This design comes from an exercise in tuning for small area and a short achievable clock period on the open sky130 flow, not from production work.
At most, simulation tests tie the RTL to the original design; equivalence was not proved.

pepper:
## qrs
module qrs(
input clk,
input reset,
input signed [15:0] data_in,
output  signed [15:0] up,
output  signed [15:0] low,
output  signed [15:0] low_out,
output  signed [15:0] high,
output  signed [15:0] high_out,
output  signed [15:0] deri_out,
output  signed [15:0] sqr_out,
output  signed [15:0] avg_out,
output  signed [15:0] data_out
    );
Settings: LEC_CHECK=0, ABC_AREA=1, CAP_MARGIN=20, CORE_MARGIN=2, CORE_UTILIZATION=40, SLEW_MARGIN=20; clock period 25.0 ns.
standard.sh (not shown) runs the stock make flow with config.mk's settings and CLKGATE_MAP_FILE= SYNTH_SCRIPT=/design/flow/synth_recipe.tcl, a recipe that flattens the netlist after the stock synthesis.
==> flow/flow/run.sh <==
#!/bin/bash
# Standard layout (the standard.sh), with plain buf_2 cells as the port
# buffers, a clock tree of clkbuf_16 cells in sink clusters of up to 20
# without dummy loads, and timing repair asked to leave 15.7 ns of setup slack.
set -euo pipefail
export BUFFER_PORTS_ARGS="-buffer_cell sky130_fd_sc_hd__buf_2"
export CTS_ARGS="-sink_clustering_enable -repair_clock_nets -dont_use_dummy_load -buf_list sky130_fd_sc_hd__clkbuf_16 -sink_clustering_size 20 -sink_clustering_max_diameter 80"
bash standard.sh SETUP_SLACK_MARGIN=15.7 finish > standard_flow.log 2>&1
For nickel, these inputs were changed with respect to pepper:
--- a/flow/design.v
+++ b/flow/design.v
@@ -27,29 +27,36 @@
 always @(posedge clk)
   up_r <= data_in;
 assign up = ph ? up_r : 16'd0;
 reg [7:0] xq [0:10];
 always @(posedge clk) begin
   xq[0] <= ph ? up_r[15:8] : data_in[7:0];
   for (t = 1; t < 11; t = t + 1) xq[t] <= xq[t-1];
 end
 reg [6:0] lq [0:30];
 reg [6:0] laux;
 wire [12:0] lnew;
 always @(posedge clk, posedge reset)
-  if (reset) lq[0] <= 7'd0;
-  else lq[0] <= ph ? laux : {1'b0, lnew[12:7]};
+  if (reset) begin
+    lq[0] <= 7'd0;
+    lq[1] <= 7'd0;
+    lq[2] <= 7'd0;
+  end else begin
+    lq[0] <= ph ? laux : {1'b0, lnew[12:7]};
+    lq[1] <= lq[0];
+    lq[2] <= lq[1];
+  end
 always @(posedge clk) begin
   laux <= lnew[6:0];
-  for (t = 1; t < 31; t = t + 1) lq[t] <= lq[t-1];
+  for (t = 3; t < 31; t = t + 1) lq[t] <= lq[t-1];
 end
 reg signed [13:0] m0, m1;    
 reg [15:0] h1, h2, h3;       
 wire [15:0] m0x = {{2{m0[13]}}, m0};
 wire [15:0] m1x = {{2{m1[13]}}, m1};
 wire [15:0] hsum, hdif, h3m;
 wire co_hs, co_hd, co_h3;
 sk_add #(16) a_hsum(.a(m0x), .b(m1x), .ci(1'b0), .s(hsum), .co(co_hs));    
 sk_add #(16) a_hdif(.a(m0x), .b(~m1x), .ci(1'b1), .s(hdif), .co(co_hd));   
 wire [15:0] h3s, h3y;
 csa3 #(16) c_h3(.a({m0x[14:0], 1'b0}), .b(m0x), .c(~m1x), .s(h3s), .y(h3y));
 sk_add #(16) a_h3m(.a(h3s), .b({h3y[14:0], 1'b1}), .ci(1'b0), .s(h3m), .co(co_h3));  
@@ -140,37 +147,37 @@
   if (reset) begin
     h1 <= 16'd0; h2 <= 16'd0; h3 <= 16'd0;
   end else begin
     h1 <= hcur; h2 <= h1; h3 <= h2;
   end
 reg [15:0] deri_r, sqr_r, s1;
 reg [16:0] pp;               
 wire [16:0] ppn;
 wire co_pp;
 rc_add #(17) a_pp(.a({1'b0, sqr_r}), .b({1'b0, s1}), .ci(1'b0), .s(ppn), .co(co_pp));
 always @(posedge clk, posedge reset)
   if (reset) begin
-    deri_r <= 16'd0; sqr_r <= 16'd0; pp <= 17'd0;
+    deri_r <= 16'd0; sqr_r <= 16'd0; s1 <= 16'd0; pp <= 17'd0;
   end else begin
-    deri_r <= dn; sqr_r <= sn; pp <= ppn;
+    deri_r <= dn; sqr_r <= sn; s1 <= sqr_r; pp <= ppn;
   end
-always @(posedge clk) s1 <= sqr_r;
 assign deri_out = deri_r;
 assign sqr_out = sqr_r;
 wire [15:0] avg;
 avg3 u_avg(.a(sqr_r), .b(pp), .q(avg));
 assign avg_out = avg[15:0];
 reg [15:0] dout;
-always @(posedge clk)
-  if (!ph) dout <= avg[15:0];      
+always @(posedge clk, posedge reset)
+  if (reset) dout <= 16'd0;
+  else if (!ph) dout <= avg[15:0];
 assign data_out = dout;
 endmodule
 module ks_add #(parameter N = 16) (input [N-1:0] a, input [N-1:0] b, input ci, output [N-1:0] s, output co);
   localparam L = (N <= 2) ? 1 : (N <= 4) ? 2 : (N <= 8) ? 3 : (N <= 16) ? 4 : (N <= 32) ? 5 : 6;
   wire [N-1:0] g [0:L];
   wire [N-1:0] p [0:L];
   genvar i, l;
   generate
     for (i = 0; i < N; i = i + 1) begin : pg
       if (i == 0) begin : b0
         assign g[0][0] = (a[0] & b[0]) | ((a[0] ^ b[0]) & ci);
       end else begin : bi
Findings:
Compared with pepper, nickel shows a higher post-layout net count.
Diff pepper -> nickel | number of instances in the synthesized netlist | up slightly
| share of the yosys chip area belonging to registers | pepper vs nickel | ≈ equal |
nickel: number of distinct library cells after synthesis 9 below pepper
NOTE total placed cells including tap cells pepper->nickel increased slightly
Delta (nickel minus pepper): initial antenna violation count +2.
Function not checked in pepper: the RTL went through the layout flow alone.

========
Another version of the RTL of qrs (not shown whole).
For scale: about 160 I/O pins, roughly 0.028 mm² of cells after synthesis.
## qrs
module qrs(
input clk,
input reset,
input signed [15:0] data_in,
output  signed [15:0] up,
output  signed [15:0] low,
output  signed [15:0] low_out,
output  signed [15:0] high,
output  signed [15:0] high_out,
output  signed [15:0] deri_out,
output  signed [15:0] sqr_out,
output  signed [15:0] avg_out,
output  signed [15:0] data_out
    );
Settings: LEC_CHECK=0, ABC_AREA=1, CAP_MARGIN=20, CORE_MARGIN=2, CORE_UTILIZATION=40, SLEW_MARGIN=20; clock period 25.0 ns.
==> flow/flow/run.sh <==
#!/bin/bash
# Standard layout (the standard.sh), with plain buf_2 cells as the port
# buffers and a clock tree of clkbuf_16 cells in sink clusters of up to 20,
# without dummy loads.
set -euo pipefail
export BUFFER_PORTS_ARGS="-buffer_cell sky130_fd_sc_hd__buf_2"
export CTS_ARGS="-sink_clustering_enable -repair_clock_nets -dont_use_dummy_load -buf_list sky130_fd_sc_hd__clkbuf_16 -sink_clustering_size 20 -sink_clustering_max_diameter 80"
bash standard.sh finish > standard_flow.log 2>&1
The starting point finished clean.
==> next run, changes <==
--- a/flow/design.v
+++ b/flow/design.v
@@ -49,22 +49,22 @@
 always @(posedge clk) begin
   laux <= lnew[6:0];
   for (t = 3; t < 31; t = t + 1) lq[t] <= lq[t-1];
 end
 reg signed [13:0] m0, m1;    
 reg [15:0] h1, h2, h3;       
 wire [15:0] m0x = {{2{m0[13]}}, m0};
 wire [15:0] m1x = {{2{m1[13]}}, m1};
 wire [15:0] hsum, hdif, h3m;
 wire co_hs, co_hd, co_h3;
-ks_add #(16) a_hsum(.a(m0x), .b(m1x), .ci(1'b0), .s(hsum), .co(co_hs));    
-ks_add #(16) a_hdif(.a(m0x), .b(~m1x), .ci(1'b1), .s(hdif), .co(co_hd));   
+sk_add #(16) a_hsum(.a(m0x), .b(m1x), .ci(1'b0), .s(hsum), .co(co_hs));    
+sk_add #(16) a_hdif(.a(m0x), .b(~m1x), .ci(1'b1), .s(hdif), .co(co_hd));   
 wire [15:0] h3s, h3y;
 csa3 #(16) c_h3(.a({m0x[14:0], 1'b0}), .b(m0x), .c(~m1x), .s(h3s), .y(h3y));
 ks_add #(16) a_h3m(.a(h3s), .b({h3y[14:0], 1'b1}), .ci(1'b0), .s(h3m), .co(co_h3));  
 wire v3 = (cnt >= 5'd3);
 wire v6 = (cnt >= 5'd6);
 wire v16 = cnt[4];
 wire [15:0] mx3 = v3 ? {xq[3], xq[4]} : 16'd0;
 wire [15:0] mx6 = v6 ? {xq[9], xq[10]} : 16'd0;
 wire [12:0] ml16 = v16 ? {lq[30][5:0], lq[29]} : 13'd0;
 wire [17:0] cc;
@@ -131,21 +131,21 @@
     m1 <= 14'd0;
   end else if (!ph) begin
     m0 <= mnew;
     m1 <= m0;
   end
 wire [12:0] lA  = {lq[0][5:0], laux};
 wire [12:0] lA1 = {lq[2][5:0], lq[1]};
 wire [12:0] lB  = {lq[1][5:0], lq[0]};
 wire [13:0] lod;
 wire co_lo;
-ks_add #(14) a_lo(.a({lA[12], lA}), .b(~{lA1[12], lA1}), .ci(1'b1), .s(lod), .co(co_lo));
+sk_add #(14) a_lo(.a({lA[12], lA}), .b(~{lA1[12], lA1}), .ci(1'b1), .s(lod), .co(co_lo));
 assign low = ph ? {{3{lA[12]}}, lA} : 16'd0;
 assign low_out = ph ? {{2{lod[13]}}, lod} : {{2{lB[12]}}, lB, 1'b0};
 assign high = ph ? hdif : {m0x[14:0], 1'b0};
 wire [15:0] hcur = ph ? hsum : h3m;
 assign high_out = hcur;
 always @(posedge clk, posedge reset)
   if (reset) begin
     h1 <= 16'd0; h2 <= 16'd0; h3 <= 16'd0;
   end else begin
     h1 <= hcur; h2 <= h1; h3 <= h2;
@@ -194,20 +194,52 @@
         end else begin : k
           assign g[l+1][i] = g[l][i];
           assign p[l+1][i] = p[l][i];
         end
       end
     end
     assign s[0] = p[0][0] ^ ci;
     for (i = 1; i < N; i = i + 1) begin : sm
       assign s[i] = p[0][i] ^ g[L][i-1];
     end
+  endgenerate
+  assign co = g[L][N-1];
+endmodule
+module sk_add #(parameter N = 16) (input [N-1:0] a, input [N-1:0] b, input ci, output [N-1:0] s, output co);
+  localparam L = (N <= 2) ? 1 : (N <= 4) ? 2 : (N <= 8) ? 3 : (N <= 16) ? 4 : (N <= 32) ? 5 : 6;
+  wire [N-1:0] g [0:L];
+  wire [N-1:0] p [0:L];
+  genvar i, l;
+  generate
+    for (i = 0; i < N; i = i + 1) begin : pg
+      if (i == 0) begin : b0
+        assign g[0][0] = (a[0] & b[0]) | ((a[0] ^ b[0]) & ci);
+      end else begin : bi
+        assign g[0][i] = a[i] & b[i];
+      end
+      assign p[0][i] = a[i] ^ b[i];
+    end
+    for (l = 0; l < L; l = l + 1) begin : lv
+      for (i = 0; i < N; i = i + 1) begin : nd
+        if ((i >> l) & 1) begin : m
+          assign g[l+1][i] = g[l][i] | (p[l][i] & g[l][((i >> l) << l) - 1]);
+          assign p[l+1][i] = p[l][i] & p[l][((i >> l) << l) - 1];
+        end else begin : k
+          assign g[l+1][i] = g[l][i];
+          assign p[l+1][i] = p[l][i];
+        end
+      end
+    end
+    assign s[0] = p[0][0] ^ ci;
+    for (i = 1; i < N; i = i + 1) begin : sm
+      assign s[i] = p[0][i] ^ g[L][i-1];
+    end
   endgenerate
   assign co = g[L][N-1];
 endmodule
 module rc_add #(parameter N = 16) (input [N-1:0] a, input [N-1:0] b, input ci, output [N-1:0] s, output co);
   wire [N:0] c;
   assign c[0] = ci;
   genvar i;
   generate for (i = 0; i < N; i = i + 1) begin : fa
     assign s[i] = a[i] ^ b[i] ^ c[i];
     assign c[i+1] = (a[i] & b[i]) | (a[i] & c[i]) | (b[i] & c[i]);
Outcome: Flip-flop and latch count does not change; setup slack loses 150 ps; core utilization rose by 0.28 points; non-clock buffer count stays the same; clock-buffer cell count is higher by 3; global-route usage rises by 0.12 points; area after synthesis decreases slightly; register-to-register slack got worse by 20 ps; routed wire length is lower by a few percent; clock skew went up by 9.7 ps; worst hold slack improves by 19 ps; final cell count drops by a few percent.
No functional check of the RTL was part of the first run of this note.

==> static timing again, ports no longer ideal <==
In the flow no input, the clock included, has a driving cell. The finished layouts below were timed again as built, in two steps.
Step 1 assumes that a clkbuf_16 drives the clock port and a buf_2 every other input.
Step 2 moves the port delays by t, midway between the first and last clock arrival at a register: inputs arrive t later, outputs are due t later. That takes back most of the time a late clock gives input paths.
Slacks: no drivers / after step 1 / after step 2; pairs: no drivers / after step 1.
run	t, ns	slack for setup (ns)	hold WS [ns]	worst setup path at the end	cell pins on the clock port's net
pepper	0.615	15.947 / 15.903 / 15.376	0.309 / 0.309 / 0.309	input to register	1
nickel	0.613	15.960 / 15.951 / 15.357	0.276 / 0.276 / 0.276	input to register	1
the first run of note 2	0.609	15.465 / 15.465 / 14.856	0.285 / 0.285 / 0.285	input to register	1
the second run of note 2	0.619	15.317 / 15.358 / 14.739	0.303 / 0.303 / 0.303	input to register	1
After both steps setup and hold are still met in every run listed. For the first run of note 2, which loses most, drivers alone change the setup slack by 0.000 ns; drivers and shift together by -0.609 ns.
